What follows belongs to an exercise in optimizing a design on an open flow for small area, a short achievable clock period and few clock cycles; a production flow would make more cautious choices. Only simulation tests tie the RTL to the original design; equivalence was not proved. The flow treats the clock pin as an ideal source, which a real chip does not have.

## run 1
Design BAS, start of the top module:
module BAS(input clk, input reset, input [8:0]count, input [8:0]seed1, input [8:0]seed2, input [15:0]xi, input [15:0]yi, input [15:0]P, input [15:0]E, output [15:0]xo, output [15:0]yo, output [15:0]fo, output [31:0]clk_cnt, output reg done);
Size: roughly 300 flip-flops, ~170 I/O pins.
export LEC_CHECK = 0
export ABC_AREA = 1
export CAP_MARGIN = 20
export CORE_MARGIN = 2
export CORE_UTILIZATION = 60
export CTS_CLUSTER_DIAMETER = 100
export CTS_CLUSTER_SIZE = 20
export SLEW_MARGIN = 20
create_clock -name core_clock -period 72.0 [get_ports {clk}]
standard.sh (not shown) runs the stock make flow with config.mk's settings and CLKGATE_MAP_FILE= SYNTH_SCRIPT=/design/flow/synth_recipe.tcl, a recipe that flattens the netlist after the stock synthesis.
==> flow/flow/run.sh <==
#!/bin/bash
# The standard layout, except:
# - synthesis maps all the logic with the ABC script flow/area.abc, in place
#   of ORFS's area script and without first mapping adders to full/half-adder
#   cells (ADDER_MAP_FILE empty); otherwise synth_recipe.tcl unchanged;
# - plain buf_1 cells as the port buffers;
# - timing repair aiming at 56.2 ns of setup slack, and after CTS a repair
#   of the paths from the inputs only (flow/io_repair.tcl).
set -euo pipefail
W=$PWD
cat > "$W/flow_synth.tcl" <<TCL
proc abc {args} {
  set i [lsearch -exact \$args -script]
  if {\$i >= 0} { lset args [expr {\$i + 1}] $W/flow/area.abc }
  yosys abc {*}\$args
}
source $W/synth_recipe.tcl
TCL
bash standard.sh "SYNTH_SCRIPT=$W/flow_synth.tcl" ADDER_MAP_FILE= "BUFFER_PORTS_ARGS=-buffer_cell sky130_fd_sc_hd__buf_1" SETUP_SLACK_MARGIN=56.2 "POST_CTS_TCL=$W/flow/io_repair.tcl" finish > standard.log 2>&1
==> flow/flow/area.abc <==
strash
dc2
dc2
dch -f
amap
topo
stime -c
buffer -c
upsize -c
dnsize -c
==> flow/flow/io_repair.tcl <==
# Run after CTS (POST_CTS_TCL): a timing repair of the paths from the inputs
# to the registers only, aiming at 56.9 ns of slack; the other paths are left
# to the standard repair. The false paths are set for this repair only and
# removed again before the design is written.
set_false_path -from [all_registers] -to [all_registers]
set_false_path -to [all_outputs]
repair_timing -setup -setup_margin 56.9 -verbose
sta::unset_path_exceptions -from [all_registers] -to [all_registers]
sta::unset_path_exceptions -to [all_outputs]
detailed_placement
check_placement -verbose
estimate_parasitics -placement
report_worst_slack -max
Testbench counts of run 1, summed over its fixed seeds: cycles 200,424.
Edits applied to the flow inputs when going from run 1 to run 2:
- CTS_CLUSTER_SIZE: 20 -> 24
- CTS_CLUSTER_DIAMETER: 100 -> 120
==> flow/flow/area.abc <==
strash
ifraig
dc2
dch -f
amap -m
topo
stime -c
buffer -c
upsize -c -D 12500
dnsize -c -D 12500
Results
Run 2 finished every stage and its layout cleared the timing, design-rule and antenna checks. Re relative area change from synthesis to final layout: run 2 and run 1 aren't equal, and the higher value belongs to run 2. | initial standard-cell utilization of the core | run 2 vs run 1 | ≈ equal |. Status: post-route clock period utilization parity (run 1, run 2). Changes observed in run 2 relative to run 1: pin slew with the least headroom to its limit higher, number of vias per cell lower, number of remaining DRC errors roughly the same, synthesized cell count roughly the same. Final area: run 2 better than run 1.
[inputs] run 3 vs run 2
- CORE_UTILIZATION now 70, was 60
- CTS_CLUSTER_DIAMETER now 100, was 120
- CTS_CLUSTER_SIZE now 20, was 24
[summary]
Of the two candidates, run 2 has the better minimum clock period and run 3 the worse one. NOTE: cell area after layout in run 3 falls short of that of run 2. Run 2 → run 3: final hold slack shows a reduction of 0.014 ns; setup slack has decreased. Run 3 against run 2; total via count in the routed design is up by a few percent. NOTE clock-buffer cell count run 2->run 3 increased by more than 10%.
### run 3 -> run 4
- CORE_UTILIZATION changed from 70 to 60
-- flow/flow/run.sh --
<<< run 3, line 6
# - plain buf_1 cells as the port buffers;
# - timing repair aiming at 56.2 ns of setup slack, and after CTS a repair
#   of the paths from the inputs only (flow/io_repair.tcl).
>>> run 4, line 6
# - plain buf_1 cells as the port buffers;
# - timing repair aiming at 56.3 ns of setup slack, and after CTS a repair
#   of the paths from the inputs only (flow/io_repair.tcl).
<<< run 3, line 18
TCL
bash standard.sh "SYNTH_SCRIPT=$W/flow_synth.tcl" ADDER_MAP_FILE= "BUFFER_PORTS_ARGS=-buffer_cell sky130_fd_sc_hd__buf_1" SETUP_SLACK_MARGIN=56.2 "POST_CTS_TCL=$W/flow/io_repair.tcl" finish > standard.log 2>&1
>>> run 4, line 18
TCL
bash standard.sh "SYNTH_SCRIPT=$W/flow_synth.tcl" ADDER_MAP_FILE= "BUFFER_PORTS_ARGS=-buffer_cell sky130_fd_sc_hd__buf_1" SETUP_SLACK_MARGIN=56.3 "POST_CTS_TCL=$W/flow/io_repair.tcl" finish > standard.log 2>&1
## What came out
Diff run 3 -> run 4 | signed area change from the synthesized netlist to the final layout | increase of 0.72 points
Against run 3 as the reference, run 4 delivers a higher setup slack.
Run 3 → run 4: sum of net half-perimeters after detailed placement higher, mean number of vias per cell went down by about 5%, maximum frequency stayed essentially flat.
> inputs changed (run 4 -> run 5)
- CTS_CLUSTER_DIAMETER: 100 -> 120
- CTS_CLUSTER_SIZE: 20 -> 24
-- flow/flow/run.sh --
<<< run 4, line 6
# - plain buf_1 cells as the port buffers;
# - timing repair aiming at 56.3 ns of setup slack, and after CTS a repair
#   of the paths from the inputs only (flow/io_repair.tcl).
set -euo pipefail
>>> run 5, line 6
# - plain buf_1 cells as the port buffers;
# - timing repair aiming at 56.2 ns of setup slack, and after CTS a repair
#   of the paths from the inputs only, with buf_2 output port buffers
#   (flow/io_repair.tcl).
set -euo pipefail
<<< run 4, line 18
TCL
bash standard.sh "SYNTH_SCRIPT=$W/flow_synth.tcl" ADDER_MAP_FILE= "BUFFER_PORTS_ARGS=-buffer_cell sky130_fd_sc_hd__buf_1" SETUP_SLACK_MARGIN=56.3 "POST_CTS_TCL=$W/flow/io_repair.tcl" finish > standard.log 2>&1
>>> run 5, line 19
TCL
bash standard.sh "SYNTH_SCRIPT=$W/flow_synth.tcl" ADDER_MAP_FILE= "BUFFER_PORTS_ARGS=-buffer_cell sky130_fd_sc_hd__buf_1" SETUP_SLACK_MARGIN=56.2 "POST_CTS_TCL=$W/flow/io_repair.tcl" finish > standard.log 2>&1
==> flow/flow/io_repair.tcl <==
# Run after CTS (POST_CTS_TCL).
# 1. The output ports' buffers become buf_2 (the port buffers are buf_1).
foreach port [get_ports -filter "direction==output"] {
  foreach pin [get_pins -of_objects [get_nets -of_objects $port] -filter "direction==output"] {
    set inst [get_cells -of_objects $pin]
    if {[get_property $inst ref_name] == "sky130_fd_sc_hd__buf_1"} {
      replace_cell $inst sky130_fd_sc_hd__buf_2
    }
  }
}
# 2. A timing repair of the paths from the inputs to the registers only,
# aiming at 56.9 ns of slack; the other paths are left to the standard
# repair. The false paths are set for this repair only and removed again
# before the design is written.
set_false_path -from [all_registers] -to [all_registers]
set_false_path -to [all_outputs]
repair_timing -setup -setup_margin 56.9 -verbose
sta::unset_path_exceptions -from [all_registers] -to [all_registers]
sta::unset_path_exceptions -to [all_outputs]
detailed_placement
check_placement -verbose
estimate_parasitics -placement
report_worst_slack -max
Notes after the runs:
- FAIL run 5 @ clock tree synthesis (4_1_cts): tool exited with error
- Run 5 -> run 4: number of ports placed on the die boundary delta 0, exact match
- Re number of standard-cell rows in the floorplan: no difference whatsoever between run 5 and run 4.
- Comparing run 4 with run 5, the post-placement cell count came out essentially unchanged.
Changes in run 6 relative to run 5:
- CTS_CLUSTER_DIAMETER changed from 120 to 100
- CTS_CLUSTER_SIZE changed from 24 to 20
==> flow/flow/run.sh <==
#!/bin/bash
# The standard layout, except:
# - synthesis maps all the logic with the ABC script flow/area.abc, in place
#   of ORFS's area script and without first mapping adders to full/half-adder
#   cells (ADDER_MAP_FILE empty); otherwise synth_recipe.tcl unchanged;
# - plain buf_1 cells as the port buffers;
# - timing repair aiming at 56.1 ns of setup slack, and after CTS a repair
#   of the paths from the inputs only (flow/io_repair.tcl).
set -euo pipefail
W=$PWD
cat > "$W/flow_synth.tcl" <<TCL
proc abc {args} {
  set i [lsearch -exact \$args -script]
  if {\$i >= 0} { lset args [expr {\$i + 1}] $W/flow/area.abc }
  yosys abc {*}\$args
}
source $W/synth_recipe.tcl
TCL
bash standard.sh "SYNTH_SCRIPT=$W/flow_synth.tcl" ADDER_MAP_FILE= "BUFFER_PORTS_ARGS=-buffer_cell sky130_fd_sc_hd__buf_1" SETUP_SLACK_MARGIN=56.1 "POST_CTS_TCL=$W/flow/io_repair.tcl" finish > standard.log 2>&1
==> flow/flow/io_repair.tcl <==
# Run after CTS (POST_CTS_TCL): a timing repair of the paths from the inputs
# to the registers only, aiming at 56.9 ns of slack; the other paths are left
# to the standard repair. The false paths are set for this repair only and
# removed again before the design is written.
set_false_path -from [all_registers] -to [all_registers]
set_false_path -to [all_outputs]
repair_timing -setup -setup_margin 56.9 -verbose
sta::unset_path_exceptions -from [all_registers] -to [all_registers]
sta::unset_path_exceptions -to [all_outputs]
detailed_placement
check_placement -verbose
estimate_parasitics -placement
report_worst_slack -max
==> comparison <==
Run 6 went all the way through synthesis, placement and routing and the layout is clean on timing, DRC and antenna. Run 5 → run 6: post-synthesis share of cell area spent on and, or, nand and nor gates shows no meaningful change; estimated wirelength of the detail-placed design dropped 830 um; post-placement cell area essentially unchanged. Setup slack at placement: run 6 worse than run 5. Sequential share of the synthesized area: run 6 vs run 5 identical. Relative to run 5, the final weighted congestion of routability-driven global placement measured on run 6 has increased by a few percent. Run 6 -> run 5: average instance area after synthesis delta 0, exact match. Area fraction in compound gates after synthesis essentially unchanged between run 5 and run 6. As far as number of I/O port buffers goes, run 5 and run 6 are indistinguishable; the numbers are identical.

## afterwards: timing with drivers on the ports
Ports are ideal in the flow. The routed layouts listed here were re-timed in OpenROAD.
Step 1 sets driving cells, clkbuf_16 on the clock port and buf_2 on the other inputs (assumed; they add their load-dependent delay and slew).
Step 2 also shifts input and output timing later by t, the mid clock arrival at the registers, as if the neighbouring blocks saw the same clock.
Three values: ideal ports, drivers, drivers and shift; two values: the first two.
run | shift t [ns] | setup slack, ns | hold slack, ns | pins driven straight from the clock port
run 1 | 0.603 | 56.307 / 56.248 / 56.258 | 0.440 / 0.440 / 0.440 | 1
run 2 | 0.595 | 56.382 / 56.321 / 56.294 | 0.467 / 0.467 / 0.467 | 1
run 3 | 0.594 | 56.374 / 56.317 / 56.272 | 0.453 / 0.453 / 0.453 | 1
run 4 | 0.601 | 56.385 / 56.323 / 56.259 | 0.449 / 0.449 / 0.449 | 1
run 6 | 0.596 | 56.371 / 56.310 / 56.136 | 0.455 / 0.455 / 0.455 | 1
After both steps setup and hold are still met in every run listed. The setup slack of run 6, which loses most, moves by -0.061 ns with the drivers and by -0.235 ns with both steps.
